From an optimization exercise on the open Yosys and OpenROAD flow, aimed at small area; shortcuts taken in it are not production practice.
Where RTL was checked, it was by simulation tests only, not by an equivalence proof against the original.

## old
## Cordic
module Cordic(clk,rst,phase_step,xin,yin,xout,yout);
input clk;
input rst;
input signed [31:0] phase_step;
input signed [15:0] xin,yin;
output signed [21:0] xout,yout;
reg [31:0] phase_acc;
wire [31:0] ap_s;
wire ap_c1;
FA ap_f0 (.a(phase_acc[0]), .b(phase_step[0]), .c(1'b0), .s(ap_s[0]), .co(ap_c1));
wire ap_c2;
FA ap_f1 (.a(phase_acc[1]), .b(phase_step[1]), .c(ap_c1), .s(ap_s[1]), .co(ap_c2));
wire ap_c3;
FA ap_f2 (.a(phase_acc[2]), .b(phase_step[2]), .c(ap_c2), .s(ap_s[2]), .co(ap_c3));
wire ap_c4;
FA ap_f3 (.a(phase_acc[3]), .b(phase_step[3]), .c(ap_c3), .s(ap_s[3]), .co(ap_c4));
wire ap_c5;
FA ap_f4 (.a(phase_acc[4]), .b(phase_step[4]), .c(ap_c4), .s(ap_s[4]), .co(ap_c5));
wire ap_z5;
wire ap_k6;
HA ap_h5 (.a(phase_acc[5]), .b(phase_step[5]), .s(ap_z5), .co(ap_k6));
XO ap_x5 (.a(ap_z5), .b(ap_c5), .y(ap_s[5]));
wire ap_z6;
wire ap_k7;
FA ap_f6 (.a(phase_acc[6]), .b(phase_step[6]), .c(ap_k6), .s(ap_z6), .co(ap_k7));
wire ap_T6 = ap_z5;
wire ap_u6 = ap_c5 & ap_T6;
XO ap_x6 (.a(ap_z6), .b(ap_u6), .y(ap_s[6]));
wire ap_z7;
wire ap_k8;
FA ap_f7 (.a(phase_acc[7]), .b(phase_step[7]), .c(ap_k7), .s(ap_z7), .co(ap_k8));
wire ap_T7 = ap_T6 & ap_z6;
wire ap_u7 = ap_c5 & ap_T7;
XO ap_x7 (.a(ap_z7), .b(ap_u7), .y(ap_s[7]));
wire ap_z8;
wire ap_k9;
FA ap_f8 (.a(phase_acc[8]), .b(phase_step[8]), .c(ap_k8), .s(ap_z8), .co(ap_k9));
wire ap_T8 = ap_T7 & ap_z7;
wire ap_u8 = ap_c5 & ap_T8;
XO ap_x8 (.a(ap_z8), .b(ap_u8), .y(ap_s[8]));
wire ap_z9;
wire ap_k10;
FA ap_f9 (.a(phase_acc[9]), .b(phase_step[9]), .c(ap_k9), .s(ap_z9), .co(ap_k10));
wire ap_T9 = ap_T8 & ap_z8;
wire ap_u9 = ap_c5 & ap_T9;
  ...
Settings: LEC_CHECK=0, CAP_MARGIN=20, CORE_MARGIN=2, CORE_UTILIZATION=70, CTS_CLUSTER_DIAMETER=80, CTS_CLUSTER_SIZE=25, SLEW_MARGIN=20, SYNTH_HIERARCHICAL=1, SYNTH_MINIMUM_KEEP_SIZE=0; clock period 5.0 ns.
run.sh (not shown) runs the stock make flow with config.mk's settings and CLKGATE_MAP_FILE= SYNTH_SCRIPT=/design/flow/synth_recipe.tcl, a recipe that flattens the netlist after the stock synthesis.
old finished every stage and its layout cleared the timing, DRC and antenna checks.
Input changes introduced in new (baseline for comparison: old):
- changing CTS_CLUSTER_DIAMETER from 80 to 100
- changing CTS_CLUSTER_SIZE from 25 to 30
- changing CORE_UTILIZATION from 70 to 60
==> summary.txt <==
Every stage of the flow completed for new, and the final layout passed the timing, DRC and antenna checks.
Compared with old, new shows a lower global-route wire length before repair.
Re number of filler instances in the final layout: new and old aren't equal, and the lower value belongs to old.
Compared with old, the detailed router inserted fewer vias in new.
From old to new the numbers moved as follows: met3 track utilization from global routing decreased 0.35 points.
| number of buffers added to fix hold violations after cts | new vs old | ≈ equal |
Lower met1 routing resource usage after global routing was reported by new, not old.
Delta (new minus old): HPWL reported at the end of detailed placement went down, relative area of clock buffers and inverters in the final design went down.
No run of this note included a check of the RTL's function; only the layout flow was run.


== run 1 ==
Cordic, a different RTL version from the one above (not shown whole).
For scale: ~5700 cells after synthesis, roughly 1400 flip-flops, roughly 110 I/O pins.
make LEC_CHECK=0 CAP_MARGIN=20 CORE_MARGIN=2 CORE_UTILIZATION=80 CTS_CLUSTER_DIAMETER=80 CTS_CLUSTER_SIZE=25 SLEW_MARGIN=20 SYNTH_HIERARCHICAL=1 SYNTH_MINIMUM_KEEP_SIZE=0 finish   # period 5.0 ns
Input-level comparison between run 2 and run 1:
Settings: CORE_UTILIZATION changed from 80 to 70.
==> flow/flow/run.sh (new file) <==
#!/bin/bash
# The standard layout (the standard.sh, standard synthesis) with two changes to how
# cells are sized: the synthesis buffers are removed at floorplan instead of running the
# floorplan-stage timing repair on the unplaced netlist, and after global routing cells on
# paths with positive slack are downsized again (RECOVER_POWER). ORFS writes each step's
# full log under orfs/logs; make's own output goes to flow_make.log here.
set -euo pipefail
bash standard.sh REMOVE_ABC_BUFFERS=1 RECOVER_POWER=100 finish > flow_make.log 2>&1
==> flow/standard.sh (new file) <==
#!/bin/bash
# synth_recipe.tcl (not shown) runs the flow's synth.tcl, then flattens the netlist and writes it again
# the make line also repeats each setting of config.mk as NAME=value (left out here)
make -C /OpenROAD-flow-scripts/flow DESIGN_CONFIG=/design/flow/config.mk WORK_HOME=/design/flow/orfs CLKGATE_MAP_FILE= SYNTH_SCRIPT=/design/flow/synth_recipe.tcl "${@:-finish}"
removed: flow/run.sh
==> comparison <==
- From run 1 to run 2 the numbers moved as follows: combined buffer and inverter count along the critical path grew by 1; via density per instance went down 7.9%; final-layout worst hold slack now sits lower.
- Any difference in area share of buffers outside the clock network between run 2 and run 1 is small enough to ignore.
- The maximum achievable frequency in run 2 sits 1.4 MHz above the value recorded for run 1.
- Between run 1 and run 2, the non-clock buffer instance count of the final layout is higher for run 2.
- Run 2 reports a higher non-filler instance count after layout than run 1 does.
[inputs] run 3 vs run 2
Settings: swapping 25 for 30 in CTS_CLUSTER_SIZE; swapping 80 for 90 in CTS_CLUSTER_DIAMETER.
Results
- Of run 2 and run 3, just one finished clean: run 2.
- Complete run, failing final checks: run 3, reason capacitance limit, slew limit.
- Compared to run 2, run 3 has highest fanout seen on the critical path 2 higher.
- Compared with run 2, in run 3 global routing usage on met2 lower; endpoint required time on the critical path has increased; fraction of final layout cells with drive strength greater than 1 fell by 0.62 points; worst setup slack shows an increase of 0.0090 ns.
- Looking at wire length, run 3 sits about 0.5% lower than run 2 does.
- For the wire length of the first global-routing pass, run 3 came in 0.49% lower than run 2 did.
- In terms of clock skew, run 2 and run 3 differ only marginally.
- Looking at worst setup path endpoint, the ZL2[28] result is from run 2; the ZL1[29] one comes from run 3.
diff inputs: run 3 => run 4
==> flow/run.sh (new file) <==
#!/bin/bash
# synth_recipe.tcl (not shown) runs the flow's synth.tcl, then flattens the netlist and writes it again
# the make line also repeats each setting of config.mk as NAME=value (left out here)
make -C /OpenROAD-flow-scripts/flow DESIGN_CONFIG=/design/flow/config.mk WORK_HOME=/design/flow/orfs CLKGATE_MAP_FILE= SYNTH_SCRIPT=/design/flow/synth_recipe.tcl finish
removed: flow/flow/run.sh
removed: flow/standard.sh
==> summary.txt <==
- Run 4 reached the end of the flow, and the finished layout is clean on the timing, DRC and antenna checks.
- Although it ran to completion, run 3 produced a layout that fails the final checks because of capacitance limit, slew limit.
- On global-route usage, run 4 tracks run 3 almost exactly.
- The highest net fanout along the worst path of run 4 is lower than that of run 3.
- Run 3 and run 4 ended up with roughly the same later-pin clock latency in the skew report.
- Compared run 4 vs run 3, and non-clock buffer count is down in run 4.
- Any difference in global placer's final weighted congestion between run 3 and run 4 is small enough to ignore.
- Measured against each other, run 3 and run 4 differ in area added between synthesis and finish, the higher figure coming from run 4.
- Run 3 -> run 4: final-layout non-clock buffer area share flat
- Run 4 has more setup slack than run 3.


Cordic, a different RTL version from the one above (not shown whole).
Size: roughly 6100 cells after synthesis, ~1400 flip-flops.
export LEC_CHECK = 0
export CAP_MARGIN = 20
export CORE_MARGIN = 2
export CORE_UTILIZATION = 40
export CTS_BUF_LIST = sky130_fd_sc_hd__clkbuf_4 sky130_fd_sc_hd__clkbuf_8
export CTS_CLUSTER_SIZE = 40
export SLEW_MARGIN = 20
export SYNTH_HIERARCHICAL = 1
export SYNTH_MINIMUM_KEEP_SIZE = 0
create_clock -name core_clock -period 5.0 [get_ports {clk}]
Stock flow here: none of the scripts above is used.
Then changed:
- CTS_BUF_LIST: sky130_fd_sc_hd__clkbuf_4 sky130_fd_sc_hd__clkbuf_8 -> default
- CTS_CLUSTER_DIAMETER: default -> 100
- CTS_CLUSTER_SIZE: 40 -> 30
The changed run produced a clean layout.
Routed wire length falls by 2.2%.
First-iteration DRC count rises by 2.7%.
Sequential cell count does not change.
Setup slack improved by 0.023 ns.
Function was not checked in any run of this note: the RTL went through the layout flow alone.


Setup of violet:
Another version of the RTL of Cordic (not shown whole).
Size: ~1400 flip-flops, about 110 I/O pins, ~71000 sq um of cells after synthesis.
==> flow/config.mk <==
export PLATFORM = sky130hd
export DESIGN_NAME = Cordic
export DESIGN_NICKNAME = Cordic
export VERILOG_FILES = /design/flow/design.v
export SDC_FILE = /design/flow/constraint.sdc
export NUM_CORES = 4
export LEC_CHECK = 0
export CAP_MARGIN = 20
export CORE_MARGIN = 2
export CORE_UTILIZATION = 70
export CTS_CLUSTER_DIAMETER = 80
export CTS_CLUSTER_SIZE = 25
export SLEW_MARGIN = 20
export SYNTH_HIERARCHICAL = 1
export SYNTH_MINIMUM_KEEP_SIZE = 0
==> flow/constraint.sdc <==
create_clock -name core_clock -period 5.0 [get_ports {clk}]
set_input_delay 1.0000 -clock core_clock [delete_from_list [all_inputs] [get_ports {clk}]]
set_output_delay 1.0000 -clock core_clock [all_outputs]
set_load 0.01 [all_outputs]
standard.sh (not shown) runs the stock make flow with config.mk's settings and CLKGATE_MAP_FILE= SYNTH_SCRIPT=/design/flow/synth_recipe.tcl, a recipe that flattens the netlist after the stock synthesis.
==> flow/flow/run.sh <==
#!/bin/bash
# The standard layout (the standard.sh, standard synthesis) with two changes to how
# cells are sized: the synthesis buffers are removed at floorplan instead of running the
# floorplan-stage timing repair on the unplaced netlist, and after global routing cells on
# paths with positive slack are downsized again (RECOVER_POWER). ORFS writes each step's
# full log under orfs/logs; make's own output goes to flow_make.log here.
set -euo pipefail
bash standard.sh REMOVE_ABC_BUFFERS=1 RECOVER_POWER=100 finish > flow_make.log 2>&1
What fjord does differently from violet at the input level:
==> flow/run.sh (new file) <==
#!/bin/bash
# synth_recipe.tcl (not shown) runs the flow's synth.tcl, then flattens the netlist and writes it again
# the make line also repeats each setting of config.mk as NAME=value (left out here)
make -C /OpenROAD-flow-scripts/flow DESIGN_CONFIG=/design/flow/config.mk WORK_HOME=/design/flow/orfs CLKGATE_MAP_FILE= SYNTH_SCRIPT=/design/flow/synth_recipe.tcl finish
removed: flow/flow/run.sh
removed: flow/standard.sh
==> summary.txt <==
Result for fjord and violet: all clean. Compared with violet, in fjord worst-case clock buffer depth did not really move; number of inserted filler cells in the final layout went down; setup slack went up.

==> afterwards: timing with drivers on the ports <==
How much do the figures lean on ideal ports? The routed layouts below were timed once more, with nothing changed but the port constraints.
Step 1, drivers: a clkbuf_16 drives clk and a buf_2 each remaining input, both assumed.
Step 2 adds t to the input delays and takes it off the output delays; t is the mean of the earliest and latest rising clock arrival at the registers after step 1. Input paths then give back, and output paths get back, about the clock's delay inside the block.
Slacks: ideal / step 1 / step 2; pairs: ideal / step 1.
run	t (ns)	setup slack, ns	slew at the worst register clock pin (ns)
old	0.736	0.109 / 0.109 / -0.337	0.10 / 0.10
new	0.774	0.145 / 0.145 / -0.473	0.12 / 0.12
run 1	0.707	0.094 / 0.094 / -0.479	0.11 / 0.11
run 2	0.716	0.128 / 0.128 / -0.472	0.10 / 0.10
run 3	0.760	0.137 / 0.137 / -0.563	0.11 / 0.11
run 4	0.768	0.148 / 0.148 / -0.540	0.12 / 0.12
the first run of note 3	1.010	0.123 / 0.123 / 0.123	0.07 / 0.07
the second run of note 3	0.790	0.145 / 0.145 / 0.145	0.12 / 0.12
violet	0.730	0.118 / 0.118 / -0.475	0.10 / 0.10
fjord	0.716	0.137 / 0.137 / -0.398	0.10 / 0.10
The setup slack of run 3, which loses most, moves by 0.000 ns with the drivers and by -0.700 ns with both steps.
